This is an optimization exercise on Yosys and OpenROAD, whose aim is small area, not a production implementation. Where RTL was checked, it was by simulation tests only, not by an equivalence proof against the original.

JK:
Design sdio_device_stack, start of the top module:
module sdio_device_stack (
  input                     sdio_clk,
  input                     sdio_clk_x2,
  input                     rst,
  output                    o_mem_en,
  output          [7:0]     o_func_enable,           
  input           [7:0]     i_func_ready,            
  output          [2:0]     o_func_abort_stb,
  input           [7:0]     i_func_exec_status,
  input           [7:0]     i_func_ready_for_data,
  output                    o_fbr1_csa_en,
  output          [3:0]     o_fbr1_pwr_mode,
  output          [15:0]    o_fbr1_block_size,
  output                    o_fbr2_csa_en,
  output          [3:0]     o_fbr2_pwr_mode,
  output          [15:0]    o_fbr2_block_size,
  output                    o_fbr3_csa_en,
  output          [3:0]     o_fbr3_pwr_mode,
  output          [15:0]    o_fbr3_block_size,
  output                    o_fbr4_csa_en,
  output          [3:0]     o_fbr4_pwr_mode,
  output          [15:0]    o_fbr4_block_size,
  output                    o_fbr5_csa_en,
  output          [3:0]     o_fbr5_pwr_mode,
  output          [15:0]    o_fbr5_block_size,
  output                    o_fbr6_csa_en,
  output          [3:0]     o_fbr6_pwr_mode,
  output          [15:0]    o_fbr6_block_size,
  output                    o_fbr7_csa_en,
  output          [3:0]     o_fbr7_pwr_mode,
  output          [15:0]    o_fbr7_block_size,
  output                    o_func1_wr_stb,
  output          [7:0]     o_func1_wr_data,
  input                     i_func1_rd_stb,
  input           [7:0]     i_func1_rd_data,
  output                    o_func1_hst_rdy,
  input                     i_func1_com_rdy,
  output                    o_func1_activate,
  output                    o_func2_wr_stb,
  output          [7:0]     o_func2_wr_data,
  input                     i_func2_rd_stb,
  input           [7:0]     i_func2_rd_data,
  output                    o_func2_hst_rdy,
  input                     i_func2_com_rdy,
  output                    o_func2_activate,
  output                    o_func3_wr_stb,
  ...
For scale: roughly 3,200 cells after synthesis.
export LEC_CHECK = 0
export CAP_MARGIN = 20
export CORE_MARGIN = 2
export CORE_UTILIZATION = 60
export SLEW_MARGIN = 20
create_clock -name core_clock -period 10.0 [get_ports {sdio_clk}]
standard.sh (not shown) runs the stock make flow with config.mk's settings and CLKGATE_MAP_FILE= SYNTH_SCRIPT=/design/flow/synth_recipe.tcl, a recipe that flattens the netlist after the stock synthesis.
==> flow/flow/run.sh <==
#!/bin/bash
# The standard ORFS layout (standard.sh, unchanged synthesis), with two
# layout settings changed:
#  - the port buffers that buffer_ports inserts on every input and output are
#    the smallest buffer cell instead of the default clkdlybuf4s50_1;
#  - clock-tree leaf clusters are larger (fewer leaf buffers) and no dummy
#    loads are added for balancing;
#  - tie cells are not split per load: the one constant driver synthesis
#    makes drives all constant-0 outputs.
# The full make output goes to standard_flow.log in the work folder; ORFS
# keeps its per-step logs under orfs/logs.
set -euo pipefail
bash standard.sh \
  "BUFFER_PORTS_ARGS=-buffer_cell sky130_fd_sc_hd__buf_1" \
  "CTS_ARGS=-sink_clustering_enable -repair_clock_nets -sink_clustering_size 25 -sink_clustering_max_diameter 100 -dont_use_dummy_load" \
  "SKIP_REPAIR_TIE_FANOUT=1" \
  finish > standard_flow.log 2>&1
JK: all stages complete, timing, DRC and antenna checks passed
For MS, these inputs were changed with respect to JK:
--- a/flow/design.v
+++ b/flow/design.v
@@ -114,18 +114,19 @@
 reg               [15:0]  host_crc1;
 reg               [15:0]  host_crc2;
 reg               [15:0]  host_crc3;
 reg               [7:0]   read_data;
 reg               [7:0]   crc_data;
 reg                       capture_crc;
 reg                       buffered_read_stb;
 reg               [7:0]   buffered_read_data;
 wire              [7:0]   host_crc_top;
+reg                       host_crc_valid;    
 wire                      more_data;
 genvar g;
 generate
 for (g = 0; g < 4; g = g + 1) begin : data_crc
 crc16_2bit crc(
   .clk                (clk                          ),
   .rst                (crc_main_rst                 ),
   .en                 (crc_main_en                  ),
   .bit1               (crc_data[g]                  ),
@@ -133,19 +134,20 @@
   .crc                (crc_out[g]                   )
 );
 end
 endgenerate
 assign  crc_rst       = (crc_state == C_IDLE);
 assign  enable_crc    = (crc_state == C_PROC);
 assign  crc_main_rst  = i_data_rd_stb ? 1'b0 : crc_rst;
 assign  crc_main_en   = i_data_rd_stb ? 1'b1 : enable_crc;
 assign  o_data_wr_data= o_sdio_data_dir ? 8'h00 : i_sdio_data_in;
-assign  host_crc_top  = {host_crc0[15], host_crc1[15], host_crc2[15], host_crc3[15],
+assign  host_crc_top  = {8{host_crc_valid}} &
+                        {host_crc0[15], host_crc1[15], host_crc2[15], host_crc3[15],
                          host_crc0[14], host_crc1[14], host_crc2[14], host_crc3[14]};
 assign  more_data     = (data_count < i_data_count);
 always @ (posedge clk) begin
   if (rst) begin
     crc_state                 <=  C_IDLE;
     crc_data                  <=  0;
   end
   else begin
     case (crc_state)
@@ -183,25 +185,27 @@
     o_sdio_data_out           <=  8'hFF;
   end
   else begin
     o_sdio_data_out           <=  read_data;
   end
 end
 always @ (posedge clk) begin
   if (state == IDLE) begin
     if (i_activate) begin
-      host_crc0               <=  0;
-      host_crc1               <=  0;
-      host_crc2               <=  0;
-      host_crc3               <=  0;
+      host_crc_valid          <=  0;
     end
   end
-  else if ((state == READ && !more_data) || (state == WRITE_CRC && data_count < 8)) begin
+  else if (state == READ && more_data && i_data_rd_stb) begin
+    host_crc_valid            <=  1;
+  end
+end
+always @ (posedge clk) begin
+  if ((state == READ && !more_data) || (state == WRITE_CRC && data_count < 8)) begin
     host_crc0                 <=  {host_crc0[13:0], 2'b00};
     host_crc1                 <=  {host_crc1[13:0], 2'b00};
     host_crc2                 <=  {host_crc2[13:0], 2'b00};
     host_crc3                 <=  {host_crc3[13:0], 2'b00};
   end
   else if (state == READ && i_data_rd_stb) begin
     host_crc0                 <=  crc_out[0];
     host_crc1                 <=  crc_out[1];
     host_crc2                 <=  crc_out[2];
@@ -938,18 +942,20 @@
   input                     i_data_phy_wr_stb,
   input           [7:0]     i_data_phy_wr_data,
   output                    o_data_phy_rd_stb,
   output          [7:0]     o_data_phy_rd_data,
   input                     i_data_phy_hst_rdy,   
   output                    o_data_phy_com_rdy,
   output                    o_data_phy_activate,
   input                     i_data_phy_finished,
   output  reg               o_cia_wr_stb,
+  output          [7:0]     o_wr_data,       
+  output                    o_wr_rdy,        
   output  reg     [7:0]     o_cia_wr_data,
   input                     i_cia_rd_stb,
   input           [7:0]     i_cia_rd_data,
   output  reg               o_cia_hst_rdy,
   input                     i_cia_com_rdy,
   output  reg               o_cia_activate,
   input           [15:0]    i_cia_block_size,
   output  reg               o_func1_wr_stb,
   output  reg     [7:0]     o_func1_wr_data,
@@ -1051,18 +1057,20 @@
 assign  o_data_phy_rd_data  = !i_cmd_bus_sel  ? rd_data       : 8'h00;
 assign  o_data_phy_com_rdy  = !i_cmd_bus_sel  ? com_rdy       : 1'b0;
 assign  o_data_phy_activate = !i_cmd_bus_sel  ? data_activate : 1'b0;
 assign  wr_stb              = i_cmd_bus_sel   ? lcl_wr_stb    : i_data_phy_wr_stb;
 assign  wr_data             = i_cmd_bus_sel   ? i_cmd_wr_data : i_data_phy_wr_data;
 assign  d_activate          = i_cmd_bus_sel   ? i_activate    : data_activate;
 assign  func_select         = i_mem_sel       ? 4'h8          : {1'b0, i_func_sel};
 assign  o_data_bus_busy     = (state == ACTIVATE);
 assign  o_data_read_avail   = 1'b0;
+assign  o_wr_data           = wr_data;
+assign  o_wr_rdy            = data_cntrl_rdy;
 always @ (*) begin
   if (rst) begin
     o_cia_wr_stb             = 0;
     o_cia_wr_data            = 0;
     o_cia_hst_rdy            = 0;
     o_func1_wr_stb           = 0;
     o_func1_wr_data          = 0;
     o_func1_hst_rdy          = 0;
     o_func2_wr_stb           = 0;
@@ -2419,22 +2427,24 @@
   .i_data_phy_wr_stb        (data_phy_wr_stb            ),
   .i_data_phy_wr_data       (data_phy_wr_data           ),
   .o_data_phy_rd_stb        (data_phy_rd_stb            ),
   .o_data_phy_rd_data       (data_phy_rd_data           ),
   .i_data_phy_hst_rdy       (data_phy_hst_rdy           ),  
   .o_data_phy_com_rdy       (data_phy_com_rdy           ),
   .o_data_phy_activate      (data_phy_activate          ),  
   .i_data_phy_finished      (data_phy_finished          ),
   .o_cia_wr_stb             (cia_wr_stb                 ),
-  .o_cia_wr_data            (cia_wr_data                ),
+  .o_cia_wr_data            (                           ),
+  .o_wr_data                (cia_wr_data                ),
   .i_cia_rd_stb             (cia_rd_stb                 ),
   .i_cia_rd_data            (cia_rd_data                ),
-  .o_cia_hst_rdy            (cia_hst_rdy                ),
+  .o_cia_hst_rdy            (                           ),
+  .o_wr_rdy                 (cia_hst_rdy                ),
   .i_cia_com_rdy            (cia_com_rdy                ),
   .o_cia_activate           (cia_activate               ),
   .i_cia_block_size         (f0_block_size              ),
   .o_func1_wr_stb           (o_func1_wr_stb             ),
   .o_func1_wr_data          (o_func1_wr_data            ),
   .i_func1_rd_stb           (i_func1_rd_stb             ),
   .i_func1_rd_data          (i_func1_rd_data            ),
   .o_func1_hst_rdy          (o_func1_hst_rdy            ),
   .i_func1_com_rdy          (i_func1_com_rdy            ),
==> summary.txt <==
Taking JK as the reference, in MS multiplexer fraction of the synthesized cell area saw little to no change, worst setup slack saw an increase, clock skew saw an increase, non-clock buffer count saw an increase, global-route usage saw a decrease.
Changes observed in MS relative to JK: mean number of vias per cell now sits higher; clock latency on the worst-skew pair now sits higher.
Only the layout flow was run in MS; the RTL was not checked for function there.

what the ideal ports hide:
No port has a modelled driver above. Below, the same layouts with a new extraction and two added sets of constraints.
Step 1: set_driving_cell puts a clkbuf_16 on sdio_clk and a buf_2 on each other input, an assumption about the parent block.
Step 2 also shifts input and output timing later by t, the mid clock arrival at the registers, as if the neighbouring blocks saw the same clock.
Slacks: no drivers / after step 1 / after step 2; pairs: no drivers / after step 1.
| run | shift t [ns] | slack for setup (ns) | worst setup path after step 2 | slew at the worst register clock pin (ns) |
|---|---|---|---|---|
| JK | 0.633 | 3.487 / 3.443 / 3.443 | input to output | 0.11 / 0.11 |
| MS | 0.645 | 3.973 / 3.953 / 3.953 | input to output | 0.11 / 0.11 |
After both steps setup and hold are still met in every run listed. For JK, which loses most, drivers alone change the setup slack by -0.044 ns; drivers and shift together by -0.044 ns.
